Source: an optimization exercise on an open RTL-to-GDS flow (aim: small area). Production flows keep margins and buffers that such runs may drop. In this exercise RTL edits were held to simulation tests only and were not proved equivalent to the original. Power is estimated from default activity; no workload was simulated.

$ cat design/flow/design.v
module flexpipe_top (
    input  logic                   clk,
    input  logic                   rst_n,
    input  logic                   dbg_mode,
    output logic [31:0]            dbg_cycle_count,
    input  logic [63:0]            s_axi_awaddr,
    input  logic                   s_axi_awvalid,
    output logic                   s_axi_awready,
    input  logic [31:0]            s_axi_wdata,
    input  logic [3:0]             s_axi_wstrb,
    input  logic                   s_axi_wvalid,
    output logic                   s_axi_wready,
    output logic [1:0]             s_axi_bresp,
    output logic                   s_axi_bvalid,
    input  logic                   s_axi_bready,
    input  logic                   core_idle,
    input  logic                   core_pipeline_drained,
    input  logic                   flip_ack,
    output logic                   request_flip,
    output logic [196:0]           active_config,
    output logic                   layer_start_pulse,
    input  logic [108:0]           core_mem_req,
    input  logic                   core_mem_req_valid,
    output logic                   core_mem_req_ready,
    output logic [267:0]           core_mem_resp,
    output logic                   core_mem_resp_valid,
    output logic [108:0]           mem_master_req,
    output logic                   mem_master_valid,
    input  logic                   mem_master_ready,
    input  logic [267:0]           mem_master_resp,
    input  logic                   mem_master_resp_valid
);
    logic [31:0] dbg_q;
    always @(posedge clk or negedge rst_n) begin
        if (!rst_n)        dbg_q <= 32'd0;
        else if (dbg_mode) dbg_q <= dbg_q + 32'd1;
    end
    assign dbg_cycle_count = dbg_q;
    logic        axi_w, axi_b;
    logic [1:0]  widx;
    logic        wr;
    assign wr = axi_w & s_axi_wvalid;
    always @(posedge clk or negedge rst_n) begin
        if (!rst_n) begin
            axi_w <= 1'b0;
            axi_b <= 1'b0;
            widx  <= 2'd0;
        end else begin
            axi_w <= axi_w ? ~s_axi_wvalid : (~axi_b & s_axi_awvalid);
            axi_b <= axi_b ? ~s_axi_bready : wr;
            if (wr) widx <= widx + 2'd1;
        end
    end
    assign s_axi_awready = ~(axi_w | axi_b);
    assign s_axi_wready  = axi_w;
    assign s_axi_bvalid  = axi_b;
    assign s_axi_bresp   = 2'b00;
    logic [31:0] sh_cc, sh_cb, sh_pw, sh_ds;
    always @(posedge clk) begin
        if (wr && widx == 2'd0) sh_cc <= s_axi_wdata;
        if (wr && widx == 2'd1) sh_cb <= s_axi_wdata;
        if (wr && widx == 2'd2) sh_pw <= s_axi_wdata;
        if (wr && widx == 2'd3) sh_ds <= s_axi_wdata;
    end
    logic        sh_valid, flip_req, start_pulse, act_valid;
    logic [3:0]  epoch;
    logic [31:0] act_cc, act_cb, act_pw, act_ds;
    logic        no_outstanding_active;
    logic        flip;
    assign flip = flip_req & flip_ack;
    always @(posedge clk or negedge rst_n) begin
        if (!rst_n) begin
            sh_valid    <= 1'b0;
            flip_req    <= 1'b0;
            start_pulse <= 1'b0;
            act_valid   <= 1'b0;
            epoch       <= 4'd0;
            act_cc      <= 32'd0;
            act_cb      <= 32'd0;
            act_pw      <= 32'd0;
            act_ds      <= 32'd0;
        end else begin
            sh_valid    <= ~flip & (sh_valid | (wr & widx == 2'd3));
            flip_req    <= flip_req ? ~flip_ack
                                    : (sh_valid & core_idle & core_pipeline_drained & no_outstanding_active);
            start_pulse <= flip;
            if (flip) begin
                act_valid <= 1'b1;
                epoch     <= epoch + 4'd1;
                act_cc    <= sh_cc;
                act_cb    <= sh_cb;
                act_pw    <= sh_pw;
                act_ds    <= sh_ds;
            end
        end
    end
    assign request_flip      = flip_req;
    assign layer_start_pulse = start_pulse;
    assign active_config     = {act_cc, act_cb, act_pw, act_ds, 64'd0, act_valid, epoch};
    logic [7:0] act_cnt;
    logic       core_dec;
    assign core_dec = mem_master_resp_valid & mem_master_resp[1] & ~mem_master_resp[11]
                    & (act_cnt != 8'd0);
    always @(posedge clk or negedge rst_n) begin
        if (!rst_n)                                         act_cnt <= 8'd0;
        else if (core_dec)                                  act_cnt <= act_cnt - 8'd1;
        else if (core_mem_req_valid && mem_master_ready)    act_cnt <= act_cnt + 8'd1;
    end
    assign no_outstanding_active = (act_cnt == 8'd0);
    logic s_pr, s_pw, s_dr, s_dw, s_done;
    logic idle, pf_valid, pf_grant, pf_resp, ep_ok, id_ok;
    logic ptr_hit, data_last, data_hit, more, abort;
    logic [3:0]  walk_epoch;
    logic [31:0] walk_cnt, walk_max;
    logic [63:0] data_addr;
    assign idle      = ~(s_pr | s_pw | s_dr | s_dw | s_done);
    assign pf_valid  = s_pr | s_dr;
    assign pf_grant  = pf_valid & ~core_mem_req_valid & mem_master_ready;
    assign pf_resp   = mem_master_resp_valid & mem_master_resp[11];
    assign ep_ok     = (mem_master_resp[5:2] == epoch);
    assign id_ok     = (mem_master_resp[10:6] == 5'd0);
    assign ptr_hit   = s_pw & pf_resp & ep_ok & id_ok;
    assign data_last = s_dw & pf_resp & ep_ok & mem_master_resp[1];
    assign data_hit  = data_last & id_ok;
    assign more      = (walk_cnt != walk_max);
    assign abort     = ~idle & start_pulse;
    assign walk_epoch = epoch - {3'd0, start_pulse};
    always @(posedge clk or negedge rst_n) begin
        if (!rst_n) begin
            s_pr   <= 1'b0;
            s_pw   <= 1'b0;
            s_dr   <= 1'b0;
            s_dw   <= 1'b0;
            s_done <= 1'b0;
        end else begin
            s_pr   <= ~abort & ((idle & sh_valid) | (s_pr & ~pf_grant) | (data_hit & more));
            s_pw   <= ~abort & ((s_pr & pf_grant) | (s_pw & ~ptr_hit));
            s_dr   <= ~abort & (ptr_hit | (s_dr & ~pf_grant));
            s_dw   <= ~abort & ((s_dr & pf_grant) | (s_dw & ~data_hit));
            s_done <= ~abort & ((data_hit & ~more) | (s_done & sh_valid));
        end
    end
    always @(posedge clk) begin
        if (idle) begin
            walk_cnt <= 32'd0;
            walk_max <= sh_pw;
        end else if (data_last && more) begin
            walk_cnt <= walk_cnt + 32'd1;
        end
        if (s_pw) data_addr <= mem_master_resp[75:12];
    end
    logic [108:0] pf_req;
    assign pf_req = {({64{s_pr}} & {29'd0, walk_cnt, 3'd0}) | ({64{s_dr}} & data_addr),
                     26'd0, s_dr, 1'b0, s_pr, 3'd0,
                     pf_valid, 5'd0,
                     {4{pf_valid}} & walk_epoch,
                     s_dr, s_pr,
                     1'b0};
    assign mem_master_valid   = core_mem_req_valid | pf_valid;
    assign mem_master_req     = core_mem_req_valid ? {core_mem_req[108:13], 1'b0, core_mem_req[11:0]}
                                                   : pf_req;
    assign core_mem_req_ready = core_mem_req_valid & mem_master_ready;
    assign core_mem_resp       = mem_master_resp;
    assign core_mem_resp_valid = mem_master_resp_valid & ~mem_master_resp[11];
endmodule
$ cat design/flow/run.sh
#!/bin/bash
# synth_recipe.tcl (not shown) runs the flow's synth.tcl, then flattens the netlist and writes it again
# the make line also repeats each setting of config.mk as NAME=value (left out here)
make -C /OpenROAD-flow-scripts/flow DESIGN_CONFIG=/design/flow/config.mk WORK_HOME=/design/flow/orfs CLKGATE_MAP_FILE= SYNTH_SCRIPT=/design/flow/synth_recipe.tcl finish
$ cat design/flow/config.mk
export PLATFORM = sky130hd
export DESIGN_NAME = flexpipe_top
export DESIGN_NICKNAME = flexpipe_top
export VERILOG_FILES = /design/flow/design.v
export SDC_FILE = /design/flow/constraint.sdc
export NUM_CORES = 4
export LEC_CHECK = 0
export CAP_MARGIN = 20
export CORE_AREA = 10 10 410 410
export DIE_AREA = 0 0 420 420
export SLEW_MARGIN = 20
$ cat design/flow/constraint.sdc
create_clock -name core_clock -period 5.0 [get_ports {clk}]
set_input_delay 1.0000 -clock core_clock [delete_from_list [all_inputs] [get_ports {clk}]]
set_output_delay 1.0000 -clock core_clock [all_outputs]
set_load 0.01 [all_outputs]
==> results of run 1 <==
## path summary, 6_finish.rpt
path | to | start | cells after the start | slack [ns]
worst max-delay path | core_mem_req_ready | core_mem_req_valid | 4 | 0.92
worst min-delay path | dbg_q[30]$_DFFE_PN0P_ | rst_n | 1 | 0.35
worst max register to register | s_pr$_DFF_PN0_ | walk_cnt[7]$_SDFFE_PN0P_ | 7 | 1.95
worst min register to register | act_cc[24]$_DFFE_PN0P_ | sh_cc[24]$_DFFE_PP_ | 2 | 0.43
max in group asynchronous | s_pw$_DFF_PN0_ | rst_n | 2 | 3.52
min in group core_clock | act_cc[24]$_DFFE_PN0P_ | sh_cc[24]$_DFFE_PP_ | 2 | 0.43
## state kept, by name (all words and copies together) (netlist names), 2 cells and up
signal	cells
act_pw	32
walk_max	32
walk_cnt	32
sh_ds	32
epoch	4
dbg_q	32
act_cnt	8
sh_pw	32
data_addr	64
act_ds	32
act_cb	32
widx	2
sh_cc	32
sh_cb	32
act_cc	32
## synth_stat cells (2+ instances only)
| cell type | number | area share, % |
|---|---|---|
| xnor2_1 | 71 | 3.1 |
| nor3_1 | 9 | 0.23 |
| nand3b_1 | 2 | 0.075 |
| edfxtp_1 | 224 | 34 |
| or4_1 | 6 | 0.23 |
| clkbuf_1 | 57 | 1.1 |
| dfrtp_1 | 185 | 23 |
| buf_2 | 7 | 0.18 |
| nor2b_1 | 3 | 0.094 |
| and3_1 | 17 | 0.53 |
| a21o_1 | 2 | 0.075 |
| nand3_1 | 24 | 0.60 |
| and4_1 | 8 | 0.35 |
| or3_1 | 13 | 0.41 |
| a211oi_1 | 3 | 0.11 |
| mux2_2 | 3 | 0.17 |
| ha_1 | 10 | 0.63 |
| a2111oi_0 | 2 | 0.088 |
| inv_2 | 2 | 0.038 |
| nor2_1 | 35 | 0.66 |
| a22o_1 | 31 | 1.4 |
| nor4_1 | 2 | 0.063 |
| dfxtp_1 | 32 | 3.2 |
| nand4_1 | 32 | 1.0 |
| nand2b_1 | 6 | 0.19 |
| and2_1 | 41 | 1.3 |
| xor2_1 | 21 | 0.92 |
| buf_4 | 335 | 13 |
| nand2_1 | 471 | 8.9 |
| buf_1 | 9 | 0.17 |
| a21oi_1 | 25 | 0.63 |
| inv_1 | 12 | 0.23 |
| a22oi_1 | 36 | 1.4 |
| o21ai_0 | 52 | 1.3 |
| o31ai_1 | 5 | 0.19 |
| mux2i_1 | 8 | 0.40 |
## kinds of logic (layout without fill, tap and decap cells)
group / after synthesis / count (layout)
xor gates and xnor gates: 92 / 92
buffers and inverters: 423 / 721
adders and majority gates: 10 / 10
other: 1 / 78
muxes: 11 / 11
AOI/OAI and AO/OA: 164 / 164
DFF: 441 / 441
and+or+nand+nor: 673 / 673
## metal layers
metal | part of all wire [%] | global-route usage [%]
met4 | 5.7 | 6.89
met5 | 0.19 | 0.465
met1 | 29 | 11.3
met2 | 52 | 23.8
met3 | 13 | 7.06
## power by group through the flow
stage / combinational [mW] / clock [mW] / sequential [mW]
5_1_grt: 3.56 / 4.37 / 5.57
2_1_floorplan: 1.18 / 0 / 5.62
4_1_cts: 3.43 / 4.25 / 5.47
3_5_place_dp: 3.42 / 0 / 5.53
3_3_place_gp: 3.39 / 0 / 5.49
6_report: 3.31 / 4.08 / 5.46
## cell type report
class | instances | area (um2)
timing repair buffer | 601 | 6010
sequential | 441 | 12000
multi-input combinational | 1016 | 5360
inverter | 14 | 55.1
clock buffer | 70 | 1510
clock inverter | 36 | 357
antenna | 12 | 30.0
tap | 2072 | 2590
fill | 17400 | 131000
## metrics by stage
stage	hold WS, ns	area (um2)	cells	power [mW]	setup slack [ns]
floorplan	0.415	20200	1880	6.80	1.31
global placement	0.420	26000	4144	8.88	0.859
detailed placement	0.423	26000	4144	8.94	0.831
CTS	0.413	27900	4250	13.1	0.830
global route	0.380	27900	4254	13.5	0.778
finish	0.350	27900	4262	12.8	0.917
## worst max-delay path: stages
cell and delay (ns):
buf_6 0.34, buf_4 0.71, and2_1 0.29, clkdlybuf4s50_1 0.62
==> summary.txt, run 1 <==
* Outcome: complete, no violations
* Final core occ at 17.6%
* Core area at 159,000 um2
* Post-CTS Resized at 0
* Comb power frac at 25.8%
* Switching Fraction at 32.4%
* Final min period at 4.08 ns
* # rows at 146
* Sink Count at 441
* Vias per cell at 3.38
* Cell Int Power at 8.68 mW
* Crit path DAT at 3.08 ns
* First-pass GRT wire length at 152,000 um
* Flops & latches, synth at 441
* Setup TNS at 0 ns
* Main combinational cell family by area after synthesis: simple AND/OR/NAND/NOR gates
* Worst slew pin tran at 0.949 ns
* Drt wl/cell at 28.6 um
* Compound-Gate Fraction of Synth Area at 5.45%
* # nets final at 2,629
* Fraction of layout cells with a size suffix above 1 at 6.15%
* Die ar. at 176,000 um2
* Synth Area in Adders at 0.627%
* Final-report setup violation count at 0
* Fmax achieved at 245 MHz
* Sequential element share of the synthesized area at 60.2%
* CTS clock-pin slew for the worst setup and hold paths at 0.06 ns
* PwrDens at 460 nW/um2
* Synth unique cells at 50
* Starting Density at 12.6%
* Vias in the first global route at 14,400
* Chip width at 420 um
* Post-synthesis xor/xnor area fraction at 4.04%
* Most frequent cells in the layout: 581 x clkdlybuf4s50_1, 470 x nand2_1, 224 x edfxtp_1
* Most common cell after layout, fill and taps aside: clkdlybuf4s50_1
* Worst-path maximum fanout at 94
* WP data required at 4.00 ns
* Clk pwr share at 31.8%
* Largest net degree at the start of global routing at 131
* Setup CP Type: in -> out
* EDFF count, synth at 224
* Wirelength, routed at 122,000 um
* Warnings, synthesis at 1
* Leakage at 10.7 nW
* Synth Instances at 1,815
* Async SR Flop Fraction at 42.0%
* Detailed Route Iter0 Violations at 895
* Multiplexer share of the synthesized area at 0.571%
* Max-Cap Viols at 0
* Routed Antenna Nets at 0
* CP Capture Type: output port
* Fin crit share at 81.7%
* CTS tree: yes
* Synth Flop Type: edfxtp_1
* Simple-gate share of the synthesized area at 14.8%
* IO Port Bufs at 583
* DRC viols at 0
* Worst Clk Skew at 0.0543 ns
* RSZ-0062 raised after global routing: false
* Syn Area/Cell at 11.0 um2
* Gr usage total at 13.0%
* HP Class: in -> async
* Clock H-tree levels at 2
* Max_slew headroom at 36.7%
* Root Buffer Master: clkbuf_16
* Detailed Routing Iterations Pass 1 at 5
* Post-Syn Area at 19,900 um2
* Setup crit start kind: primary input
* Die height at 420 um
* Sequential power share at 42.5%
* Peak supply drop at 0.267 mV
* Slew Viols, Final at 0
* Post-CTS Hold Buffers at 0
* Net Sw Power at 4.17 mW
* Post-CTS Setup Bufs at 0
* Clock latency on the worst-skew pair at 0.68 ns
* GRT overflow at 0
* Hpwl dp at 102,000 um
* Final GP Congestion at 0.848
* Via count at 14,400
* Initial antenna violation count at 47
* I/O Pins at 1,105
* Final hold vios at 0
* Clk buf depth at 3
* Inserted Clock Buffers at 56
* Area grow syn2layout at 40.0%
==> inputs of run 2 (changes only) <==
==> design/flow/flow/run.sh (new file) <==
#!/bin/bash
# Standard ORFS layout, with the port buffers made from the smallest buffer cell.
set -euo pipefail
export BUFFER_PORTS_ARGS="-buffer_cell sky130_fd_sc_hd__buf_1"
bash standard.sh > make_finish.log 2>&1
==> design/flow/standard.sh (new file) <==
#!/bin/bash
# synth_recipe.tcl (not shown) runs the flow's synth.tcl, then flattens the netlist and writes it again
# the make line also repeats each setting of config.mk as NAME=value (left out here)
make -C /OpenROAD-flow-scripts/flow DESIGN_CONFIG=/design/flow/config.mk WORK_HOME=/design/flow/orfs CLKGATE_MAP_FILE= SYNTH_SCRIPT=/design/flow/synth_recipe.tcl "${@:-finish}"
removed: design/flow/run.sh
==> summary.txt, run 2 <==
* Max_slew headroom at 31.9% (was 36.7%)
* CP Capture Type: output port (unchanged)
* Wirelength, routed at 121,000 um (was 122,000 um)
* Met3 GRT Util at 7.05% (was 7.06%)
* HP Class: in -> async (unchanged)
* WP data required at 4.00 ns (about the same)
* Final hold vios at 0 (unchanged)
* Vias per cell at 3.40 (was 3.38)
* Clock latency on the worst-skew pair at 0.67 ns (was 0.68 ns)
* Synth top cells by count: 471 x nand2_1, 335 x buf_4, 224 x edfxtp_1 (unchanged)
* Setup TNS at 0 ns (unchanged)
* # rows at 146 (unchanged)
* Routed Antenna Nets at 0 (unchanged)
* Core area at 159,000 um2 (unchanged)
* RR Endpoint: s_pr$_DFF_PN0_ (unchanged)
* Top-area cell type share of the netlist area at 33.7% (unchanged)
* Crit path DAT at 2.74 ns (was 3.08 ns)
* Worst reg-to-reg setup slack at 1.86 ns (was 1.95 ns)
* Post-CTS Setup Bufs at 0 (unchanged)
* Worst Clk Skew at 0.0333 ns (was 0.0543 ns)
* IO Port Bufs at 583 (unchanged)
* Post-CTS Hold Buffers at 0 (unchanged)
* Vias in the first global route at 14,300 (was 14,400)
* Sequential element share of the synthesized area at 60.2% (unchanged)
* Most common cell after layout, fill and taps aside: buf_1 (was clkdlybuf4s50_1)
* GRT overflow at 0 (unchanged)
* Outcome: complete, no violations (unchanged)
* Top-count cell post-synth: nand2_1 (unchanged)
* Synth Instances at 1,815 (unchanged)
* Hpwl dp at 102,000 um (about the same)
* Fraction of layout cells with a size suffix above 1 at 6.46% (was 6.15%)
* Setup crit start kind: flop (was primary input)
* Max stage delay on crit path at 0.62 ns (was 0.71 ns)
* Final GP Congestion at 0.882 (was 0.848)
* Final-report setup violation count at 0 (unchanged)
* Slowest CP cell: nor2b_4 (was buf_4)
* Peak supply drop at 0.276 mV (was 0.267 mV)
* Fin Hold WS at 0.375 ns (was 0.350 ns)
* Synth unique cells at 50 (unchanged)
* Leakage at 9.27 nW (was 10.7 nW)
* Setup ws final at 1.26 ns (was 0.917 ns)
* RSZ-0062 raised after global routing: false (unchanged)
* Warnings, synthesis at 1 (unchanged)
* Die height at 420 um (unchanged)
* Worst slew pin tran at 1.02 ns (was 0.949 ns)
* EDFF count, synth at 224 (unchanged)
* Clk buf depth at 3 (unchanged)
* Chip width at 420 um (unchanged)
* Via count at 14,500 (was 14,400)
* Detailed Route Iter0 Violations at 970 (was 895)
* # nets final at 2,634 (was 2,629)
* Die ar. at 176,000 um2 (unchanged)
* Area contributors post-synth: edfxtp_1 34%, dfrtp_1 23%, buf_4 13% (unchanged)
* Max-Cap Viols at 0 (unchanged)
* Final min period at 3.74 ns (was 4.08 ns)
* Fmax achieved at 268 MHz (was 245 MHz)
* Final instance area at 24,400 um2 (was 27,900 um2)
* Drt wl/cell at 28.3 um (was 28.6 um)
* Slew Viols, Final at 0 (unchanged)
* Reg2Reg Depth at 7 (unchanged)
* Most frequent cells in the layout: 580 x buf_1, 470 x nand2_1, 224 x edfxtp_1 (was 581 x clkdlybuf4s50_1, 470 x nand2_1, 224 x edfxtp_1)
* Syn Area/Cell at 11.0 um2 (unchanged)
* Async SR Flop Fraction at 42.0% (unchanged)
* Detailed Routing Iterations Pass 1 at 5 (unchanged)
* DRC viols at 0 (unchanged)
* Area grow syn2layout at 22.3% (was 40.0%)
* Placed cell area at 22,400 um2 (was 26,000 um2)
* CTS tree: yes (unchanged)
* Synth area leader: edfxtp_1 (unchanged)
* Post-CTS Resized at 0 (unchanged)
* Top Usage Layer GRT: met2 (unchanged)
* Gr usage total at 12.9% (was 13.0%)
* Max FFs per register at 64 (unchanged)
* PwrDens at 496 nW/um2 (was 460 nW/um2)
* Setup CP Type: reg -> out (was in -> out)
* I/O Pins at 1,105 (unchanged)
* Sink Count at 441 (unchanged)
* First-pass GRT wire length at 150,000 um (was 152,000 um)
* Dpl ws at 1.24 ns (was 0.831 ns)
* Flops & latches, synth at 441 (unchanged)
* Top reg by flops: data_addr (unchanged)
* Crit path cell chain: nor2b_4 -> buf_4 -> a22o_1 -> buf_1 (was buf_6 -> buf_4 -> and2_1 -> clkdlybuf4s50_1)
* Largest net degree at the start of global routing at 135 (was 131)
* Final-layout fill cell count at 17,800 (was 17,400)
* Met2 usage at 22.9% (was 23.8%)
* Worst reg2reg startpoint: walk_cnt[8]$_SDFFE_PN0P_ (was walk_cnt[7]$_SDFFE_PN0P_)
* Fin cells at 4,267 (was 4,262)
* Starting Density at 12.6% (unchanged)
* Root Buffer Master: clkbuf_16 (unchanged)
* Placed Cells at 4,149 (was 4,144)
* CTS clock-pin slew for the worst setup and hold paths at 0.06 ns (about the same)
* Worst-path maximum fanout at 18 (was 94)
* Met1 usage at 11.1% (was 11.3%)
* Clock H-tree levels at 2 (unchanged)
* Inserted Clock Buffers at 56 (unchanged)
* Synth Flop Type: edfxtp_1 (unchanged)
* Initial antenna violation count at 56 (was 47)
* Fin crit share at 74.8% (was 81.7%)
* Post-Syn Area at 19,900 um2 (unchanged)
## run 2: cell families (layout without fill, tap and decap cells)
family | after synthesis | after routing | share of synthesized area, %
mux | 11 | 11 | 0.571
xor+xnor | 92 | 92 | 4.04
flops | 441 | 441 | 60.2
fa+ha+maj | 10 | 10 | 0.627
compound gates | 164 | 164 | 5.45
simple gates | 673 | 673 | 14.8
other cells | 1 | 78 | 0.0188
buf+inv | 423 | 726 | 14.3
## run 2: critical path: cells and delay by family (launching register included)
kind / cells / cell delay, ns
AOI/OAI and AO/OA: 1 / 0.17
buffers and inverters: 2 / 0.68
DFF: 1 / 0.61
and+or+nand+nor: 1 / 0.62
## run 2: worst max-delay path by stage
stage / start / endpoint / slack (ns) / cells after the start
2_1_floorplan: s_pw$_DFF_PN0_ / walk_max[0]$_DFFE_PN_ / 1.31 / 4
3_3_place_gp: core_mem_req_valid / mem_master_req[104] / 1.26 / 5
3_5_place_dp: core_mem_req_valid / mem_master_req[104] / 1.24 / 5
4_1_cts: s_dr$_DFF_PN0_ / mem_master_req[104] / 1.06 / 4
5_1_grt: s_dr$_DFF_PN0_ / mem_master_req[104] / 1.05 / 4
6_report: s_dr$_DFF_PN0_ / mem_master_req[104] / 1.26 / 4
## run 2: cell type report
class,count,area [um2],area share [%]
inverter,14,55.1,0.226
antenna,12,30.0,0.123
sequential,441,12000,49.2
tap,2072,2590,10.6
clock inverter,26,303,1.24
clock buffer,80,1640,6.70
multi-input combinational,1016,5370,22.0
timing repair buffer,606,2410,9.88
## run 2: power by group
part	switching [mW]	total [mW]	internal [mW]
Clock	1.77	4.27	2.51
Sequential	0.607	5.44	4.83
Combinational	1.71	2.39	0.685
## run 2: layer usage
layer,vias up,wire length (um)
met3,281,15800
met1,7021,35000
met5,-,228
li1,6364,-
met4,22,8720
met2,830,61000
## run 2: stage by stage
| step | power (mW) | utilization (%) |
|---|---|---|
| 2_1_floorplan | 6.80 | - |
| 3_3_place_gp | 7.93 | 14.1 |
| 3_5_place_dp | 8.00 | 14.1 |
| 4_1_cts | 12.4 | 15.3 |
| 5_1_grt | 12.8 | 15.4 |
| 6_report | 12.1 | 15.4 |
==> inputs of run 3 (changes only) <==
--- a/design/flow/config.mk
+++ b/design/flow/config.mk
@@ -6,6 +6,9 @@
 export NUM_CORES = 4
 export LEC_CHECK = 0
 export CAP_MARGIN = 20
-export CORE_AREA = 10 10 410 410
-export DIE_AREA = 0 0 420 420
+export CORE_AREA = 5 5 255 255
+export CTS_BUF_LIST = sky130_fd_sc_hd__clkbuf_4
+export CTS_CLUSTER_DIAMETER = 100
+export CTS_CLUSTER_SIZE = 30
+export DIE_AREA = 0 0 260 260
 export SLEW_MARGIN = 20
==> summary.txt, run 3 <==
* EDFF count, synth at 224 (unchanged)
* Synth Instances at 1,815 (unchanged)
* Syn Area/Cell at 11.0 um2 (unchanged)
* Sequential element share of the synthesized area at 60.2% (unchanged)
* Synth unique cells at 50 (unchanged)
* Top-area cell type share of the netlist area at 33.7% (unchanged)
* Stopped at: 3_2_place_iop
* Async SR Flop Fraction at 42.0% (unchanged)
* Flops & latches, synth at 441 (unchanged)
* Starting Density at 32.3% (was 12.6%)
* Synth top cells by count: 471 x nand2_1, 335 x buf_4, 224 x edfxtp_1 (unchanged)
* Die height at 260 um (was 420 um)
* Synth area leader: edfxtp_1 (unchanged)
* Err: [ERROR PPL-0024] Number of IO pins (1105) exceeds maximum number of available positions (936). Increase the die perimeter from 1040.00um to 1502.80um.
* Warnings, synthesis at 1 (unchanged)
* # rows at 91 (was 146)
* Synth Flop Type: edfxtp_1 (unchanged)
* Area contributors post-synth: edfxtp_1 34%, dfrtp_1 23%, buf_4 13% (unchanged)
* Chip width at 260 um (was 420 um)
* Outcome: stopped before the end (was complete, no violations)
* Post-Syn Area at 19,900 um2 (unchanged)
* Top-count cell post-synth: nand2_1 (unchanged)
==> run 3: cells by family after synthesis <==
logic type      synth area share [%]
other cells                   0.0188
xor+xnor                        4.04
fa+ha+maj                      0.627
compound gates                  5.45
mux                            0.571
simple gates                    14.8
buf+inv                         14.3
flops                           60.2
==> inputs of run 4 (changes only) <==
==> design/flow/config.mk (replaced) <==
export PLATFORM = sky130hd
export DESIGN_NAME = flexpipe_top
export DESIGN_NICKNAME = flexpipe_top
export VERILOG_FILES = /design/flow/design.v
export SDC_FILE = /design/flow/constraint.sdc
export NUM_CORES = 4
export LEC_CHECK = 0
export CAP_MARGIN = 20
export CORE_AREA = 10 10 410 410
export CTS_BUF_LIST = sky130_fd_sc_hd__clkbuf_8
export CTS_CLUSTER_DIAMETER = 50
export CTS_CLUSTER_SIZE = 16
export DIE_AREA = 0 0 420 420
export SLEW_MARGIN = 20
==> summary.txt, run 4 <==
* Post-synthesis xor/xnor area fraction at 4.04% (unchanged)
* PwrDens at 472 nW/um2
* Setup CP Type: reg -> out
* EDFF count, synth at 224 (unchanged)
* Wirelength, routed at 121,000 um
* DRC viols at 0
* Flops & latches, synth at 441 (unchanged)
* CP startpoint: s_dr$_DFF_PN0_
* Gr usage total at 12.9%
* Synth Instances at 1,815 (unchanged)
* # nets final at 2,649
* Final-layout fill cell count at 17,900
* Detailed Routing Iterations Pass 1 at 5
* Syn Area/Cell at 11.0 um2 (unchanged)
* CTS tree: yes
* Placed Cells at 4,149
* # rows at 146 (was 91)
* Top reg by flops: data_addr
* Max stage delay on crit path at 0.62 ns
* Final min period at 3.87 ns
* Setup ws final at 1.13 ns
* Synth Area in Adders at 0.627% (unchanged)
* Initial antenna violation count at 60
* Sink Count at 441
* I/O Pins at 1,105
* Vias in the first global route at 14,400
* Routed Antenna Nets at 0
* Final core occ at 15.2%
* Reg2Reg Depth at 5
* Slowest CP cell: dfrtp_2
* First-pass GRT wire length at 150,000 um
* Area grow syn2layout at 20.7%
* Area contributors post-synth: edfxtp_1 34%, dfrtp_1 23%, buf_4 13% (unchanged)
* Largest net degree at the start of global routing at 135
* Top-area cell type share of the netlist area at 33.7% (unchanged)
* Peak supply drop at 0.210 mV
* Die height at 420 um (was 260 um)
* Sequential element share of the synthesized area at 60.2% (unchanged)
* Vias per cell at 3.43
* Final GP Congestion at 0.882
* Post-Syn Area at 19,900 um2 (unchanged)
* Clock latency on the worst-skew pair at 0.76 ns
* Warnings, synthesis at 1 (unchanged)
* WP data required at 4.00 ns
* Post-CTS Setup Bufs at 0
* Top-count cell post-synth: nand2_1 (unchanged)
* Clock H-tree levels at 3
* Multiplexer share of the synthesized area at 0.571% (unchanged)
* Post-CTS Hold Buffers at 0
* Max-Cap Viols at 0
* Synth area leader: edfxtp_1 (unchanged)
* Worst slew pin tran at 1.00 ns
* Synth unique cells at 50 (unchanged)
* HP Class: in -> async
* Crit path cell chain: nor2b_4 -> buf_4 -> a22o_1 -> buf_1
* Die ar. at 176,000 um2
* Max_slew headroom at 33.2%
* RSZ-0062 raised after global routing: false
* Inserted Clock Buffers at 71
* Pwr Total at 11.4 mW
* Clk buf depth at 3
* Drt wl/cell at 28.0 um
* Compound-Gate Fraction of Synth Area at 5.45% (unchanged)
* Detailed Route Iter0 Violations at 1,051
* Final hold vios at 0
* Fin Hold WS at 0.257 ns
* Setup TNS at 0 ns
* Main combinational cell family by area after synthesis: simple AND/OR/NAND/NOR gates (unchanged)
* Starting Density at 12.6% (was 32.3%)
* Leakage at 9.12 nW
* Root Buffer Master: clkbuf_8
* Fin cells at 4,301
* Hpwl dp at 102,000 um
* Fmax achieved at 258 MHz
* Worst reg2reg startpoint: s_dr$_DFF_PN0_
* Final instance area at 24,100 um2
* Core area at 159,000 um2
* Setup crit start kind: flop
* IO Port Bufs at 583
* Placed cell area at 22,400 um2
* Crit path DAT at 2.87 ns
* Slew Viols, Final at 0
* Fin crit share at 77.4%
* Most common cell after layout, fill and taps aside: buf_1
* Post-CTS Resized at 0
* Synth top cells by count: 471 x nand2_1, 335 x buf_4, 224 x edfxtp_1 (unchanged)
* Via count at 14,800
* Outcome: complete, no violations (was stopped before the end)
* Chip width at 420 um (was 260 um)
* Async SR Flop Fraction at 42.0% (unchanged)
* CP Capture Type: output port
* Simple-gate share of the synthesized area at 14.8% (unchanged)
* CTS clock-pin slew for the worst setup and hold paths at 0.10 ns
* Final-report setup violation count at 0
* GRT overflow at 0
* Synth Flop Type: edfxtp_1 (unchanged)
* Fraction of layout cells with a size suffix above 1 at 7.93%
* Worst-path maximum fanout at 18
* Dpl ws at 1.24 ns
* Max FFs per register at 64
* Worst Clk Skew at 0.0555 ns
* Most frequent cells in the layout: 580 x buf_1, 470 x nand2_1, 224 x edfxtp_1
## run 4: cell counts after synthesis
Identical to the previous run, type by type.
## run 4: metal layers
layer  up-vias  track usage [%]  routed length (um)
li1       6417                -                   -
met1      7135             11.0               34300
met2       890             23.2               61800
met3       300             7.47               16500
met4        20             7.65                7720
met5         -            0.492                 215
## run 4: power by group
part           internal, mW  total (mW)  switching, mW
clock network          1.65        3.54           1.89
logic                 0.685        2.39           1.70
registers              4.83        5.43          0.607
total                  7.16        11.4           4.20
## run 4: worst paths after layout
path | endpoint | slack [ns]
max | mem_master_req[104] | 1.13
min | dbg_q[25]$_DFFE_PN0P_ | 0.26
max reg2reg | walk_cnt[16]$_SDFFE_PN0P_ | 1.89
min reg2reg | act_ds[0]$_DFFE_PN0P_ | 0.40
max in group asynchronous | s_pw$_DFF_PN0_ | 3.59
min in group core_clock | act_ds[0]$_DFFE_PN0P_ | 0.40
## run 4: cells by family after synthesis
kind of cell	count (synthesis)
fa+ha+maj	10
other cells	1
flops	441
simple gates	673
mux	11
xor+xnor	92
compound gates	164
buf+inv	423
## run 4: cell type report
| class | count | area [um2] | share of cell area (%) |
|---|---|---|---|
| Antenna cell | 21 | 52.6 | 0.218 |
| Clock buffer | 72 | 991 | 4.12 |
| Clock inverter | 59 | 598 | 2.49 |
| Inverter | 14 | 55.1 | 0.229 |
| Multi-Input combinational cell | 1016 | 5370 | 22.3 |
| Sequential cell | 441 | 12000 | 49.9 |
| Tap cell | 2072 | 2590 | 10.8 |
| Timing Repair Buffer | 606 | 2410 | 10.0 |
## run 4: worst max-delay path, delay by kind of cell (launching register included)
kind | cells | cell delay, ns
flops | 1 | 0.62
buf+inv | 2 | 0.68
compound gates | 1 | 0.18
simple gates | 1 | 0.62
==> inputs of run 5 (changes only) <==
--- a/design/flow/design.v
+++ b/design/flow/design.v
@@ -147,7 +147,9 @@
         end else if (data_last && more) begin
             walk_cnt <= walk_cnt + 32'd1;
         end
-        if (s_pw) data_addr <= mem_master_resp[75:12];
+    end
+    always @(posedge clk) begin
+        data_addr <= ({64{s_pw}} & mem_master_resp[75:12]) | ({64{s_dr}} & data_addr);
     end
     logic [108:0] pf_req;
     assign pf_req = {({64{s_pr}} & {29'd0, walk_cnt, 3'd0}) | ({64{s_dr}} & data_addr),
==> summary.txt, run 5 <==
* Outcome: complete, no violations (unchanged)
* RSZ-0062 raised after global routing: false (unchanged)
* WP data required at 4.00 ns (about the same)
* IO Port Bufs at 583 (unchanged)
* Top-count cell post-synth: nand2_1 (unchanged)
* First-pass GRT wire length at 149,000 um (was 150,000 um)
* DRC viols at 0 (unchanged)
* Sequential element share of the synthesized area at 56.4% (was 60.2%)
* Fin crit share at 76.9% (was 77.4%)
* Die height at 420 um (unchanged)
* Synth Instances at 2,001 (was 1,815)
* Top-area cell type share of the netlist area at 23.9% (was 33.7%)
* # nets final at 2,821 (was 2,649)
* Drt wl/cell at 26.7 um (was 28.0 um)
* HP Class: in -> async (unchanged)
* Vias in the first global route at 15,200 (was 14,400)
* Setup crit start kind: flop (unchanged)
* # rows at 146 (unchanged)
* RR Endpoint: walk_max[15]$_DFFE_PN_ (was walk_cnt[16]$_SDFFE_PN0P_)
* Max FFs per register at 64 (unchanged)
* Sink Count at 441 (unchanged)
* Leakage at 9.55 nW (was 9.12 nW)
* Async SR Flop Fraction at 42.0% (unchanged)
* Setup TNS at 0 ns (unchanged)
* Most common cell after layout, fill and taps aside: nand2_1 (was buf_1)
* Post-Syn Area at 20,100 um2 (was 19,900 um2)
* Fraction of layout cells with a size suffix above 1 at 7.73% (was 7.93%)
* PwrDens at 448 nW/um2 (was 472 nW/um2)
* Worst reg2reg startpoint: s_dr$_DFF_PN0_ (unchanged)
* Max stage delay on crit path at 0.92 ns (was 0.62 ns)
* Synth unique cells at 64 (was 50)
* Gr usage total at 12.8% (was 12.9%)
* Routed Antenna Nets at 0 (unchanged)
* Crit path cell chain: a22oi_1 -> o21ai_0 -> buf_1 (was nor2b_4 -> buf_4 -> a22o_1 -> buf_1)
* Post-CTS Setup Bufs at 0 (unchanged)
* Fin Hold WS at 0.198 ns (was 0.257 ns)
* Post-synthesis xor/xnor area fraction at 3.97% (was 4.04%)
* EDFF count, synth at 160 (was 224)
* Worst reg-to-reg setup slack at 1.42 ns (was 1.89 ns)
* CTS tree: yes (unchanged)
* Multi-input gate area at 6050 um2 (was 5370 um2)
* Final min period at 3.85 ns (was 3.87 ns)
* Top reg by flops: data_addr (unchanged)
* Delay-heaviest family, CP: flip-flops (was buffers and inverters)
* Dpl ws at 1.36 ns (was 1.24 ns)
* Most frequent cells in the layout: 615 x nand2_1, 581 x buf_1, 182 x dfrtp_1 (was 580 x buf_1, 470 x nand2_1, 224 x edfxtp_1)
* Final hold vios at 0 (unchanged)
* Synth Flop Type: dfrtp_1 (was edfxtp_1)
* Multiplexer share of the synthesized area at 0.466% (was 0.571%)
* Chip width at 420 um (unchanged)
* Largest net degree at the start of global routing at 82 (was 135)
* Main combinational cell family by area after synthesis: simple AND/OR/NAND/NOR gates (unchanged)
* Simple-gate share of the synthesized area at 17.5% (was 14.8%)
* GRT overflow at 0 (unchanged)
* Hpwl dp at 99,800 um (was 102,000 um)
* CP bufs+invs at 1 (was 2)
* Inserted Clock Buffers at 71 (unchanged)
* Worst-path maximum fanout at 59 (was 18)
* Area contributors post-synth: edfxtp_1 24%, dfrtp_1 23%, buf_4 13% (was edfxtp_1 34%, dfrtp_1 23%, buf_4 13%)
* Synth top cells by count: 616 x nand2_1, 335 x buf_4, 185 x dfrtp_1 (was 471 x nand2_1, 335 x buf_4, 224 x edfxtp_1)
* Starting Density at 12.7% (was 12.6%)
* WP depth at 3 (was 4)
* I/O Pins at 1,105 (unchanged)
* Flops & latches, synth at 441 (unchanged)
* Clock latency on the worst-skew pair at 0.76 ns (about the same)
* Peak supply drop at 0.293 mV (was 0.210 mV)
* Max-Cap Viols at 0 (unchanged)
* Syn Area/Cell at 10.1 um2 (was 11.0 um2)
* Vias per cell at 3.50 (was 3.43)
* Max_slew headroom at 31.1% (was 33.2%)
* Slew Viols, Final at 0 (unchanged)
* CTS clock-pin slew for the worst setup and hold paths at 0.09 ns (was 0.10 ns)
* Synth area leader: edfxtp_1 (unchanged)
* Post-CTS Resized at 0 (unchanged)
* Clk buf depth at 3 (unchanged)
* Synth Area in Adders at 0.622% (was 0.627%)
* Wirelength, routed at 119,000 um (was 121,000 um)
* Reg2Reg Depth at 4 (was 5)
* Warnings, synthesis at 1 (unchanged)
* Final GP Congestion at 0.980 (was 0.882)
* Final-report setup violation count at 0 (unchanged)
* Worst slew pin tran at 1.03 ns (was 1.00 ns)
* Area grow syn2layout at 20.5% (was 20.7%)
* CP Capture Point: mem_master_req[57] (was mem_master_req[104])
* CP Capture Type: output port (unchanged)
* Worst Clk Skew at 0.0477 ns (was 0.0555 ns)
* Via count at 15,600 (was 14,800)
* Detailed Routing Iterations Pass 1 at 5 (unchanged)
* Initial antenna violation count at 72 (was 60)
* Detailed Route Iter0 Violations at 1,010 (was 1,051)
* Compound-Gate Fraction of Synth Area at 6.26% (was 5.45%)
* Sequential Area at 11,400 um2 (was 12,000 um2)
* Crit path DAT at 2.85 ns (was 2.87 ns)
* Final-layout fill cell count at 17,900 (about the same)
* CP startpoint: s_dr$_DFF_PN0_ (unchanged)
* Die ar. at 176,000 um2 (unchanged)
* Setup CP Type: reg -> out (unchanged)
* Root Buffer Master: clkbuf_8 (unchanged)
* Core area at 159,000 um2 (unchanged)
* Clock H-tree levels at 3 (unchanged)
* Post-CTS Hold Buffers at 0 (unchanged)
* Slowest CP cell: dfrtp_4 (was dfrtp_2)
* Setup ws final at 1.15 ns (was 1.13 ns)
* Fmax achieved at 260 MHz (was 258 MHz)
## run 5: changes by cell type in the layout (fill, tap and decap cells not counted), moves of 5 or more
cell / previous run / this run
edfxtp_1: 224 / 160
dfxtp_1: 32 / 96
or3_1: 13 / 2
nor4_1: 0 / 5
and4_1: 8 / 2
nand2_1: 470 / 615
xnor2_1: 71 / 66
clkinv_4: 9 / 3
clkinv_8: 8 / 14
clkbuf_8: 72 / 78
nor2_1: 35 / 41
diode_2: 21 / 8
o21ai_0: 52 / 75
## run 5: per-stage QoR
| step | instance area (um2) | std cells | util [%] | power, mW |
|---|---|---|---|---|
| 2_1_floorplan | 20400 | 2066 | - | 6.29 |
| 3_3_place_gp | 22500 | 4321 | 14.2 | 7.19 |
| 3_5_place_dp | 22500 | 4321 | 14.2 | 7.25 |
| 4_1_cts | 24200 | 4453 | 15.3 | 11.1 |
| 5_1_grt | 24200 | 4459 | 15.3 | 11.5 |
| 6_report | 24200 | 4461 | 15.3 | 10.9 |
## run 5: report_power, final
part | switching, mW | internal (mW)
clock | 1.94 | 1.83
combinational | 1.51 | 0.632
sequential | 0.446 | 4.51
total | 3.90 | 6.97
## run 5: kinds of logic (layout without fill, tap and decap cells)
family | after synthesis | after routing
DFF | 441 | 441
muxes | 9 | 9
buffers and inverters | 440 | 755
xor gates and xnor gates | 89 | 89
and+or+nand+nor | 818 | 818
adders and majority gates | 10 | 10
AOI/OAI and AO/OA | 193 | 193
other | 1 | 74
## run 5: worst register-to-register path: stages, from the launching register on
cell	delay, ns
dfrtp_4	0.75
or2_2	0.43
or4_1	0.86
inv_2	0.75
buf_4	0.45
## run 5: how the worst min path moves through the flow
stage,startpoint,end,slack (ns),depth (start not counted)
finish,rst_n,dbg_q[19]$_DFFE_PN0P_,0.20,1
global route,rst_n,dbg_q[19]$_DFFE_PN0P_,0.15,1
CTS,rst_n,dbg_q[19]$_DFFE_PN0P_,0.11,1
detailed placement,sh_ds[14]$_DFFE_PP_,act_ds[14]$_DFFE_PN0P_,0.42,2
global placement,data_addr[62]$_DFF_P_,data_addr[62]$_DFF_P_,0.42,2
floorplan,data_addr[62]$_DFF_P_,data_addr[62]$_DFF_P_,0.40,2
## run 5: routing by layer
layer	GRT usage [%]	wire length (um)	vias to the layer above
met4	8.93	8930	20
met2	21.1	56200	979
met3	7.16	15600	339
li1	-	-	6895
met5	2.13	561	-
met1	11.9	38000	7387
## run 5: final cells by class
| class | count | area share (%) |
|---|---|---|
| sequential | 441 | 46.9 |
| tap | 2072 | 10.7 |
| clock inverter | 54 | 2.73 |
| multi-input combinational | 1185 | 25.0 |
| inverter | 17 | 0.274 |
| clock buffer | 78 | 4.43 |
| timing repair buffer | 606 | 9.93 |
| antenna | 8 | 0.0826 |
==> inputs of run 6 (changes only) <==
--- a/design/flow/design.v
+++ b/design/flow/design.v
@@ -147,9 +147,7 @@
         end else if (data_last && more) begin
             walk_cnt <= walk_cnt + 32'd1;
         end
-    end
-    always @(posedge clk) begin
-        data_addr <= ({64{s_pw}} & mem_master_resp[75:12]) | ({64{s_dr}} & data_addr);
+        if (s_pw) data_addr <= mem_master_resp[75:12];
     end
     logic [108:0] pf_req;
     assign pf_req = {({64{s_pr}} & {29'd0, walk_cnt, 3'd0}) | ({64{s_dr}} & data_addr),
==> design/flow/flow/run.sh (replaced) <==
#!/bin/bash
# Standard ORFS layout, with the port buffers made from the smallest buffer cell
# and the pins allowed on every routing track, so that the die can be smaller.
set -euo pipefail
export BUFFER_PORTS_ARGS="-buffer_cell sky130_fd_sc_hd__buf_1"
export PLACE_PINS_ARGS="-min_distance 1 -min_distance_in_tracks"
bash standard.sh > make_finish.log 2>&1
--- a/design/flow/config.mk
+++ b/design/flow/config.mk
@@ -6,9 +6,9 @@
 export NUM_CORES = 4
 export LEC_CHECK = 0
 export CAP_MARGIN = 20
-export CORE_AREA = 10 10 410 410
+export CORE_AREA = 5 5 235 235
 export CTS_BUF_LIST = sky130_fd_sc_hd__clkbuf_8
 export CTS_CLUSTER_DIAMETER = 50
 export CTS_CLUSTER_SIZE = 16
-export DIE_AREA = 0 0 420 420
+export DIE_AREA = 0 0 240 240
 export SLEW_MARGIN = 20
==> summary.txt, run 6 <==
* Final min period at 4.00 ns (was 3.85 ns)
* Simple-gate share of the synthesized area at 14.8% (was 17.5%)
* Worst-path maximum fanout at 34 (was 59)
* Net Sw Power at 3.53 mW (was 3.90 mW)
* Fraction of layout cells with a size suffix above 1 at 5.10% (was 7.73%)
* Final hold vios at 0 (unchanged)
* RR Endpoint: s_pr$_DFF_PN0_ (was walk_max[15]$_DFFE_PN_)
* Post-Syn Area at 19,900 um2 (was 20,100 um2)
* Synth area leader: edfxtp_1 (unchanged)
* Dpl ws at 1.61 ns (was 1.36 ns)
* Post-CTS Setup Bufs at 0 (unchanged)
* Setup crit start kind: flop (unchanged)
* Flops & latches, synth at 441 (unchanged)
* # rows at 84 (was 146)
* Wirelength, routed at 74,800 um (was 119,000 um)
* GRT overflow at 0 (unchanged)
* Synth Area in Adders at 0.627% (was 0.622%)
* I/O Pins at 1,105 (unchanged)
* Die ar. at 57,600 um2 (was 176,000 um2)
* Final GP Congestion at 0.922 (was 0.980)
* Worst reg2reg startpoint: s_dr$_DFF_PN0_ (unchanged)
* Root Buffer Master: clkbuf_8 (unchanged)
* Final-report setup violation count at 0 (unchanged)
* Async SR Flop Fraction at 42.0% (unchanged)
* Synth Flop Type: edfxtp_1 (was dfrtp_1)
* Die height at 240 um (was 420 um)
* Peak supply drop at 0.346 mV (was 0.293 mV)
* Core area at 52,400 um2 (was 159,000 um2)
* Sequential element share of the synthesized area at 60.2% (was 56.4%)
* Synth Instances at 1,815 (was 2,001)
* Hpwl dp at 58,200 um (was 99,800 um)
* CTS tree: yes (unchanged)
* Clk pwr share at 25.5% (was 34.6%)
* Detailed Route Iter0 Violations at 882 (was 1,010)
* Initial antenna violation count at 7 (was 72)
* First-pass GRT wire length at 101,000 um (was 149,000 um)
* Vias in the first global route at 13,800 (was 15,200)
* Top-count cell post-synth: nand2_1 (unchanged)
* Max-Cap Viols at 0 (unchanged)
* Top reg by flops: data_addr (unchanged)
* Gr usage total at 24.1% (was 12.8%)
* Routed Antenna Nets at 0 (unchanged)
* EDFF count, synth at 224 (was 160)
* Post-CTS Hold Buffers at 0 (unchanged)
* Worst Clk Skew at 0.0292 ns (was 0.0477 ns)
* Inserted Clock Buffers at 48 (was 71)
* Via count at 14,400 (was 15,600)
* Area grow syn2layout at 8.69% (was 20.5%)
* Max_slew headroom at 26.7% (was 31.1%)
* Worst reg-to-reg setup slack at 1.68 ns (was 1.42 ns)
* Crit path DAT at 3.00 ns (was 2.85 ns)
* Reg2Reg Depth at 6 (was 4)
* Switching Fraction at 34.5% (was 35.9%)
* Most common cell after layout, fill and taps aside: buf_1 (was nand2_1)
* CTS clock-pin slew for the worst setup and hold paths at 0.09 ns (about the same)
* Syn Area/Cell at 11.0 um2 (was 10.1 um2)
* Fmax achieved at 250 MHz (was 260 MHz)
* Top-area cell type share of the netlist area at 33.7% (was 23.9%)
* Largest net degree at the start of global routing at 144 (was 82)
* Synth top cells by count: 471 x nand2_1, 335 x buf_4, 224 x edfxtp_1 (was 616 x nand2_1, 335 x buf_4, 185 x dfrtp_1)
* WP data required at 4.00 ns (about the same)
* HP Class: in -> async (unchanged)
* Setup CP Type: reg -> out (unchanged)
* Post-CTS Resized at 0 (unchanged)
* Synth unique cells at 50 (was 64)
* Most frequent cells in the layout: 581 x buf_1, 470 x nand2_1, 224 x edfxtp_1 (was 615 x nand2_1, 581 x buf_1, 182 x dfrtp_1)
* Vias per cell at 5.04 (was 3.50)
* Warnings, synthesis at 1 (unchanged)
* Clock H-tree levels at 2 (was 3)
* RSZ-0062 raised after global routing: false (unchanged)
* Max FFs per register at 64 (unchanged)
* PwrDens at 471 nW/um2 (was 448 nW/um2)
* Area contributors post-synth: edfxtp_1 34%, dfrtp_1 23%, buf_4 13% (was edfxtp_1 24%, dfrtp_1 23%, buf_4 13%)
* Main combinational cell family by area after synthesis: simple AND/OR/NAND/NOR gates (unchanged)
* Crit path cell chain: nor2b_4 -> a22o_1 -> buf_1 (was a22oi_1 -> o21ai_0 -> buf_1)
* Setup TNS at 0 ns (unchanged)
* Outcome: complete, no violations (unchanged)
* Sink Count at 441 (unchanged)
* Clk buf depth at 3 (unchanged)
* Post-synthesis xor/xnor area fraction at 4.04% (was 3.97%)
* Chip width at 240 um (was 420 um)
* Drt wl/cell at 26.3 um (was 26.7 um)
* Setup ws final at 1.00 ns (was 1.15 ns)
* Multiplexer share of the synthesized area at 0.571% (was 0.466%)
* Max stage delay on crit path at 0.94 ns (was 0.92 ns)
* Fin crit share at 79.9% (was 76.9%)
* CP Capture Type: output port (unchanged)
* Leakage at 8.82 nW (was 9.55 nW)
* IO Port Bufs at 583 (unchanged)
* # nets final at 2,616 (was 2,821)
* Sequential power share at 53.8% (was 45.6%)
* Comb power frac at 20.7% (was 19.7%)
* Clock latency on the worst-skew pair at 0.64 ns (was 0.76 ns)
* Slowest CP cell: dfrtp_1 (was dfrtp_4)
* Slew Viols, Final at 0 (unchanged)
* Cell Int Power at 6.69 mW (was 6.97 mW)
* Compound-Gate Fraction of Synth Area at 5.45% (was 6.26%)
* Worst slew pin tran at 1.10 ns (was 1.03 ns)
* Detailed Routing Iterations Pass 1 at 29 (was 5)
* DRC viols at 0 (unchanged)
* Starting Density at 38.0% (was 12.7%)
==> run 6: changes by cell type after synthesis, moves of 4 or more <==
cell	previous run	this run
and4_1	2	8
and2_1	37	41
inv_1	16	12
nor2_1	41	35
or3_1	2	13
dfxtp_1	96	32
edfxtp_1	160	224
clkbuf_1	65	57
nand2_1	616	471
xnor2_1	66	71
o21ai_0	75	52
==> run 6: worst max-delay path by stage <==
stage	start	endpoint	slack, ns	cells after the start
after floorplan	s_pw$_DFF_PN0_	walk_max[0]$_DFFE_PN_	1.31	4
after global placement	core_mem_req_valid	mem_master_req[91]	1.60	4
after detailed placement	core_mem_req_valid	mem_master_req[91]	1.61	4
after CTS	s_dr$_DFF_PN0_	mem_master_req[91]	0.93	3
after global routing	s_dr$_DFF_PN0_	mem_master_req[91]	0.83	3
final	s_dr$_DFF_PN0_	mem_master_req[91]	1.00	3
==> run 6: power groups by stage <==
stage                     Sequential [mW]  Clock, mW  Combinational, mW
after floorplan                      5.62          0               1.18
after global placement               5.55          0               2.09
after detailed placement             5.56          0               2.13
after CTS                            5.51       2.70               2.14
after global routing                 5.60       2.84               2.36
final                                5.50       2.60               2.12
==> run 6: cell type report <==
class	instances	area, um2
fill	5199	30800
clock buffer	52	716
tap	688	861
clock inverter	36	347
sequential	441	12000
antenna	5	12.5
multi-input combinational	1016	5350
timing repair buffer	596	2330
inverter	14	55.1
==> run 6: critical path: cells and delay by family, from the launching register on <==
family | cells | cell delay [ns]
flops | 1 | 0.94
simple gates | 1 | 0.86
buf+inv | 1 | 0.33
compound gates | 1 | 0.22
==> run 6: kinds of logic (layout without fill, tap and decap cells) <==
logic type / count (synthesis) / after routing
flip-flops: 441 / 441
XOR/XNOR: 92 / 92
other: 1 / 71
adder cells (fa/ha/maj): 10 / 10
AO/OA/AOI/OAI: 164 / 164
buffers and inverters: 423 / 698
multiplexers: 11 / 11
AND/OR/NAND/NOR: 673 / 673
==> run 6: routing by layer <==
metal	routed length [um]	track usage (%)
met2	33000	36.8
met5	155	2.53
met3	12700	16.2
met4	3270	10.1
met1	25700	26.3
==> run 6: per-stage QoR <==
| step | hold slack [ns] | area, um2 | power, mW | std cells | utilization, % |
|---|---|---|---|---|---|
| after detailed placement | 0.422 | 20600 | 7.69 | 2755 | 39.3 |
| after global routing | 0.154 | 21700 | 10.8 | 2846 | 41.3 |
| after floorplan | 0.415 | 20200 | 6.80 | 1880 | - |
| after CTS | 0.128 | 21700 | 10.3 | 2843 | 41.3 |
| final | 0.198 | 21700 | 10.2 | 2848 | 41.3 |
| after global placement | 0.419 | 20600 | 7.64 | 2755 | 39.3 |
==> inputs of run 7 (changes only) <==
--- a/design/flow/config.mk
+++ b/design/flow/config.mk
@@ -7,8 +7,5 @@
 export LEC_CHECK = 0
 export CAP_MARGIN = 20
 export CORE_AREA = 5 5 235 235
-export CTS_BUF_LIST = sky130_fd_sc_hd__clkbuf_8
-export CTS_CLUSTER_DIAMETER = 50
-export CTS_CLUSTER_SIZE = 16
 export DIE_AREA = 0 0 240 240
 export SLEW_MARGIN = 20
==> summary.txt, run 7 <==
* Outcome: complete, no violations (unchanged)
* # rows at 84 (unchanged)
* Root Buffer Master: clkbuf_16 (was clkbuf_8)
* Fmax achieved at 255 MHz (was 250 MHz)
* GRT overflow at 0 (unchanged)
* Post-CTS Setup Bufs at 0 (unchanged)
* Synth Area in Adders at 0.627% (unchanged)
* Clock H-tree levels at 2 (unchanged)
* Setup crit start kind: flop (unchanged)
* First-pass GRT wire length at 102,000 um (was 101,000 um)
* Final-layout fill cell count at 5,127 (was 5,199)
* IO Port Bufs at 583 (unchanged)
* Most common cell after layout, fill and taps aside: buf_1 (unchanged)
* Async SR Flop Fraction at 42.0% (unchanged)
* Leakage at 9.04 nW (was 8.82 nW)
* Synth Flop Type: edfxtp_1 (unchanged)
* Post-synthesis xor/xnor area fraction at 4.04% (unchanged)
* Fin crit share at 78.5% (was 79.9%)
* Detailed Route Iter0 Violations at 1,051 (was 882)
* Post-CTS Hold Buffers at 0 (unchanged)
* Slew Viols, Final at 0 (unchanged)
* I/O Pins at 1,105 (unchanged)
* Warnings, synthesis at 1 (unchanged)
* Synth area leader: edfxtp_1 (unchanged)
* Routed Antenna Nets at 0 (unchanged)
* Compound-Gate Fraction of Synth Area at 5.45% (unchanged)
* CP Capture Type: output port (unchanged)
* Syn Area/Cell at 11.0 um2 (unchanged)
* Vias per cell at 5.02 (was 5.04)
* Drt wl/cell at 26.4 um (was 26.3 um)
* Gr usage total at 24.4% (was 24.1%)
* Hpwl dp at 58,200 um (unchanged)
* Multiplexer share of the synthesized area at 0.571% (unchanged)
* Clock latency on the worst-skew pair at 0.58 ns (was 0.64 ns)
* CTS clock-pin slew for the worst setup and hold paths at 0.06 ns (was 0.09 ns)
* Most frequent cells in the layout: 581 x buf_1, 470 x nand2_1, 224 x edfxtp_1 (unchanged)
* WP data required at 4.00 ns (about the same)
* RR Endpoint: s_pr$_DFF_PN0_ (unchanged)
* Peak supply drop at 0.359 mV (was 0.346 mV)
* Chip width at 240 um (unchanged)
* PwrDens at 505 nW/um2 (was 471 nW/um2)
* Synth top cells by count: 471 x nand2_1, 335 x buf_4, 224 x edfxtp_1 (unchanged)
* DRC viols at 0 (unchanged)
* Via count at 14,300 (was 14,400)
* Largest net degree at the start of global routing at 144 (unchanged)
* Max-Cap Viols at 0 (unchanged)
* Detailed Routing Iterations Pass 1 at 31 (was 29)
* Synth Instances at 1,815 (unchanged)
* Post-Syn Area at 19,900 um2 (unchanged)
* Dpl ws at 1.61 ns (unchanged)
* Post-CTS Resized at 0 (unchanged)
* Worst Clk Skew at 0.0120 ns (was 0.0292 ns)
* Top-area cell type share of the netlist area at 33.7% (unchanged)
* Max FFs per register at 64 (unchanged)
* Vias in the first global route at 13,900 (was 13,800)
* Worst reg2reg startpoint: s_dr$_DFF_PN0_ (unchanged)
* Inserted Clock Buffers at 48 (unchanged)
* Final-report setup violation count at 0 (unchanged)
* Main combinational cell family by area after synthesis: simple AND/OR/NAND/NOR gates (unchanged)
* Crit path DAT at 2.92 ns (was 3.00 ns)
* Initial antenna violation count at 10 (was 7)
* Worst slew pin tran at 1.13 ns (was 1.10 ns)
* Worst-path maximum fanout at 34 (unchanged)
* Die ar. at 57,600 um2 (unchanged)
* Crit path cell chain: nor2b_4 -> a22o_1 -> buf_1 (unchanged)
* Max_slew headroom at 24.3% (was 26.7%)
* RSZ-0062 raised after global routing: false (unchanged)
* Flops & latches, synth at 441 (unchanged)
* Setup CP Type: reg -> out (unchanged)
* Final GP Congestion at 0.922 (unchanged)
* Top reg by flops: data_addr (unchanged)
* Core area at 52,400 um2 (unchanged)
* Die height at 240 um (unchanged)
* Wirelength, routed at 75,200 um (was 74,800 um)
* CTS tree: yes (unchanged)
* Top-count cell post-synth: nand2_1 (unchanged)
* Fraction of layout cells with a size suffix above 1 at 4.96% (was 5.10%)
* Sink Count at 441 (unchanged)
* Final hold vios at 0 (unchanged)
* Setup TNS at 0 ns (unchanged)
* HP Class: in -> async (unchanged)
* Area grow syn2layout at 11.3% (was 8.69%)
* # nets final at 2,616 (unchanged)
* Clk buf depth at 3 (unchanged)
* Worst reg-to-reg setup slack at 1.69 ns (was 1.68 ns)
* Slowest CP cell: dfrtp_1 (unchanged)
* Final min period at 3.92 ns (was 4.00 ns)
* EDFF count, synth at 224 (unchanged)
* Starting Density at 38.0% (unchanged)
* Max stage delay on crit path at 0.91 ns (was 0.94 ns)
* Area contributors post-synth: edfxtp_1 34%, dfrtp_1 23%, buf_4 13% (unchanged)
* Simple-gate share of the synthesized area at 14.8% (unchanged)
* Setup ws final at 1.08 ns (was 1.00 ns)
* Sequential element share of the synthesized area at 60.2% (unchanged)
* Reg2Reg Depth at 6 (unchanged)
* Synth unique cells at 50 (unchanged)
-- run 7: cell families after synthesis --
| logic type | after synthesis |
|---|---|
| other cells | 1 |
| fa+ha+maj | 10 |
| buf+inv | 423 |
| flops | 441 |
| xor+xnor | 92 |
| mux | 11 |
| compound gates | 164 |
| simple gates | 673 |
-- run 7: worst max path at each step --
stage                                 end  cells past startpoint                from  slack, ns
global route           mem_master_req[91]                      3      s_dr$_DFF_PN0_       0.89
CTS                    mem_master_req[91]                      3      s_dr$_DFF_PN0_       1.01
floorplan           walk_max[0]$_DFFE_PN_                      4      s_pw$_DFF_PN0_       1.31
finish                 mem_master_req[91]                      3      s_dr$_DFF_PN0_       1.08
detailed placement     mem_master_req[91]                      4  core_mem_req_valid       1.61
global placement       mem_master_req[91]                      4  core_mem_req_valid       1.60
-- run 7: per-stage QoR --
step | instances | hold slack, ns | instance area, um2 | util (%) | total power [mW]
floorplan | 1880 | 0.415 | 20200 | - | 6.80
global placement | 2755 | 0.419 | 20600 | 39.3 | 7.64
detailed placement | 2755 | 0.422 | 20600 | 39.3 | 7.69
CTS | 2844 | 0.219 | 22200 | 42.3 | 11.3
global route | 2851 | 0.229 | 22200 | 42.3 | 11.8
finish | 2853 | 0.260 | 22200 | 42.3 | 11.2
-- run 7: final cells by class --
type	count	area, um2	share of cell area, %
timing repair buffer	596	2330	10.5
clock buffer	61	1280	5.77
antenna	9	22.5	0.101
inverter	14	55.1	0.248
sequential	441	12000	54.1
tap	688	861	3.88
clock inverter	28	294	1.32
multi-input combinational	1016	5350	24.1
-- run 7: power breakdown --
group | internal (mW) | switching (mW)
clock | 2.08 | 1.49
combinational | 0.680 | 1.44
sequential | 4.84 | 0.674
total | 7.60 | 3.60
-- run 7: critical path: cells and delay by family (launching register included) --
kind / cells / cell delay [ns]
AOI/OAI and AO/OA: 1 / 0.22
buffers and inverters: 1 / 0.33
DFF: 1 / 0.91
and+or+nand+nor: 1 / 0.86
-- run 7: routing by layer --
layer	GRT usage, %	up-vias	part of all wire (%)
met3	16.5	175	17
met1	26.6	6853	34
met2	36.4	979	44
li1	-	6313	-
met5	2.86	-	0.28
met4	11.3	8	5.0
==> inputs of run 8 (changes only) <==
--- a/design/flow/design.v
+++ b/design/flow/design.v
@@ -147,7 +147,9 @@
         end else if (data_last && more) begin
             walk_cnt <= walk_cnt + 32'd1;
         end
-        if (s_pw) data_addr <= mem_master_resp[75:12];
+    end
+    always @(posedge clk) begin
+        data_addr <= ({64{s_pw}} & mem_master_resp[75:12]) | ({64{s_dr}} & data_addr);
     end
     logic [108:0] pf_req;
     assign pf_req = {({64{s_pr}} & {29'd0, walk_cnt, 3'd0}) | ({64{s_dr}} & data_addr),
==> design/flow/flow/run.sh (replaced) <==
#!/bin/bash
# The standard ORFS layout with these changes:
#  - ABC maps the combinational logic with an area-oriented script
#    (flow/abc_area.script); the rest of the synthesis is the standard flow's own, so the
#    registers, their names and their cells are the standard synthesis's;
#  - the port buffers use the smallest buffer cell;

# Each tool's output goes to make_finish.log here and to ORFS's per-step logs
# under orfs/logs/.
set -euo pipefail
here=$(pwd)

sed 's#log_cmd abc {\*}\$abc_args#log_cmd abc -script '"$here"'/flow/abc_area.script {*}[lrange $abc_args 2 end]#' \
    "$FLOW_HOME/scripts/synth.tcl" > synth_area.tcl
grep -q 'flow/abc_area.script' synth_area.tcl
sed 's#source \$::env(SCRIPTS_DIR)/synth.tcl#source '"$here"'/synth_area.tcl#' synth_recipe.tcl > synth_top.tcl
grep -q 'synth_area.tcl' synth_top.tcl
sed 's#SYNTH_SCRIPT=[^ ]*#SYNTH_SCRIPT='"$here"'/synth_top.tcl#' standard.sh > layout.sh
grep -q 'synth_top.tcl' layout.sh

export BUFFER_PORTS_ARGS="-buffer_cell sky130_fd_sc_hd__buf_1"
bash layout.sh > make_finish.log 2>&1
==> design/flow/flow/abc_area.script (new file) <==
strash
dc2
dch -f
amap
--- a/design/flow/config.mk
+++ b/design/flow/config.mk
@@ -6,6 +6,9 @@
 export NUM_CORES = 4
 export LEC_CHECK = 0
 export CAP_MARGIN = 20
-export CORE_AREA = 5 5 235 235
-export DIE_AREA = 0 0 240 240
+export CORE_AREA = 10 10 410 410
+export CTS_BUF_LIST = sky130_fd_sc_hd__clkbuf_8
+export CTS_CLUSTER_DIAMETER = 40
+export CTS_CLUSTER_SIZE = 12
+export DIE_AREA = 0 0 420 420
 export SLEW_MARGIN = 20
==> summary.txt, run 8 <==
* Outcome: complete, no violations (unchanged)
* Slew Viols, Final at 0 (unchanged)
* Routed Antenna Nets at 0 (unchanged)
* Peak supply drop at 0.223 mV (was 0.359 mV)
* Max_slew headroom at 34.7% (was 24.3%)
* Leakage at 8.74 nW (was 9.04 nW)
* Chip width at 420 um (was 240 um)
* Top reg by flops: data_addr (unchanged)
* Vias per cell at 3.43 (was 5.02)
* Synth top cells by count: 335 x buf_4, 185 x dfrtp_1, 160 x edfxtp_1 (was 471 x nand2_1, 335 x buf_4, 224 x edfxtp_1)
* Detailed Route Iter0 Violations at 957 (was 1,051)
* HP Class: in -> async (unchanged)
* Area grow syn2layout at 26.3% (was 11.3%)
* Crit path DAT at 5.25 ns (was 2.92 ns)
* WP data required at 5.67 ns (was 4.00 ns)
* Placed Cells at 4,168 (was 2,755)
* Fin Hold WS at 0.344 ns (was 0.260 ns)
* PwrDens at 496 nW/um2 (was 505 nW/um2)
* Detailed Routing Iterations Pass 1 at 5 (was 31)
* Fraction of layout cells with a size suffix above 1 at 10.1% (was 4.96%)
* # nets final at 2,678 (was 2,616)
* Post-Syn Area at 19,100 um2 (was 19,900 um2)
* I/O Pins at 1,105 (unchanged)
* Wirelength, routed at 108,000 um (was 75,200 um)
* Final hold vios at 0 (unchanged)
* Fin cells at 4,344 (was 2,853)
* GRT overflow at 0 (unchanged)
* Clk buf depth at 3 (unchanged)
* Vias in the first global route at 14,500 (was 13,900)
* CP Capture Type: flop (was output port)
* CTS tree: yes (unchanged)
* First-pass GRT wire length at 136,000 um (was 102,000 um)
* Setup CP Type: reg -> reg (was reg -> out)
* Max FFs per register at 64 (unchanged)
* Async SR Flop Fraction at 42.0% (unchanged)
* Sequential element share of the synthesized area at 59.6% (was 60.2%)
* Synth area leader: edfxtp_1 (unchanged)
* Root Buffer Master: clkbuf_8 (was clkbuf_16)
* Worst Clk Skew at 0.0386 ns (was 0.0120 ns)
* Slowest CP cell: dfrtp_1 (unchanged)
* Syn Area/Cell at 11.1 um2 (was 11.0 um2)
* # rows at 146 (was 84)
* IO Port Bufs at 583 (unchanged)
* Crit path cell chain: clkinv_1 -> a21oi_1 -> nand4_1 -> a2111o_1 -> nand3b_1 -> buf_4 -> nor2_1 -> buf_4 -> clkinv_1 -> nor2b_1 -> and3_1 -> and3_1 -> and3_1 -> and3_1 -> and3_1 -> and3_1 -> nand3_1 -> nor2_1 -> nand2_1 -> nor3_2 -> clkinv_1 -> nor3_2 -> a21oi_1 -> nor3b_1 (was nor2b_4 -> a22o_1 -> buf_1)
* Worst-path maximum fanout at 6 (was 34)
* EDFF count, synth at 160 (was 224)
* Max stage delay on crit path at 0.38 ns (was 0.91 ns)
* Top-count cell post-synth: buf_4 (was nand2_1)
* Top-area cell type share of the netlist area at 25.2% (was 33.7%)
[run 8: changes by cell type after synthesis, sizes merged, moves of 70 or more]
| cell | before | now |
|---|---|---|
| nand2 | 471 | 113 |
| clkinv | 0 | 131 |
| a22o | 31 | 131 |
| nor2 | 35 | 133 |
| o21ai | 52 | 122 |
| xnor2 | 71 | 1 |
[run 8: cell families after synthesis]
kind of cell    count (synthesis)  share of synthesized area, %
xor+xnor                        6                         0.276
compound gates                432                          15.2
buf+inv                       466                          15.8
flops                         441                          59.6
simple gates                  365                          8.52
other cells                     1                        0.0197
fa+ha+maj                      10                         0.656
[run 8: timing repair]
action,4_1_cts,5_1_grt
endpoints found under the hold margin,0,0
gates resized for setup,0,11
setup endpoints to repair,0,10
[run 8: critical path, delay by kind of cell (launching register included)]
family,cells,cell delay [ns]
compound gates,3,0.55
simple gates,16,2.83
flops,1,0.38
buf+inv,5,0.69
[run 8: routing by layer]
layer  share of wire [%]  GRT usage [%]
met2                  51           20.5
met4                 7.4           7.68
met3                  14           6.90
met5                0.48           1.83
met1                  27           9.16
[run 8: final timing paths]
check	startpoint	endpoint	slack, ns	cells after the start
max	epoch[1]$_DFFE_PN0P_	walk_cnt[26]$_SDFFE_PN0P_	0.42	24
min	rst_n	dbg_q[4]$_DFFE_PN0P_	0.34	1
max reg2reg	epoch[1]$_DFFE_PN0P_	walk_cnt[26]$_SDFFE_PN0P_	0.42	24
min reg2reg	sh_pw[3]$_DFFE_PP_	walk_max[3]$_DFFE_PN_	0.44	0
max in group asynchronous	rst_n	act_cb[6]$_DFFE_PN0P_	3.71	2
min in group core_clock	s_axi_bready	axi_b$_DFF_PN0_	0.43	2
[run 8: metrics by stage]
| step | utilization (%) | setup slack, ns | TNS (ns) | cell area [um2] |
|---|---|---|---|---|
| 4_1_cts | 15.1 | 0.0390 | 0 | 24000 |
| 6_report | 15.2 | 0.419 | 0 | 24100 |
| 5_1_grt | 15.2 | -0.0108 | -0.0108 | 24100 |
| 3_3_place_gp | 14.0 | -0.537 | -1.95 | 22200 |
| 2_1_floorplan | - | 0.175 | 0 | 19300 |
| 3_5_place_dp | 14.0 | -0.487 | -1.86 | 22200 |
[run 8: area by class of cell]
type	instances	area, um2
Timing Repair Buffer	645	2720
Multi-Input combinational cell	879	5050
Sequential cell	441	11400
Inverter	131	497
Tap cell	2072	2590
Antenna cell	24	60.1
Clock buffer	85	1170
Clock inverter	67	632
Fill cell	17900	135000
[run 8: power by group]
part           internal (mW)  total [mW]  switching (mW)
Clock                   1.93        3.87            1.93
Sequential              4.66        5.27           0.607
Combinational          0.977        2.80            1.82
Total                   7.57        11.9            4.36
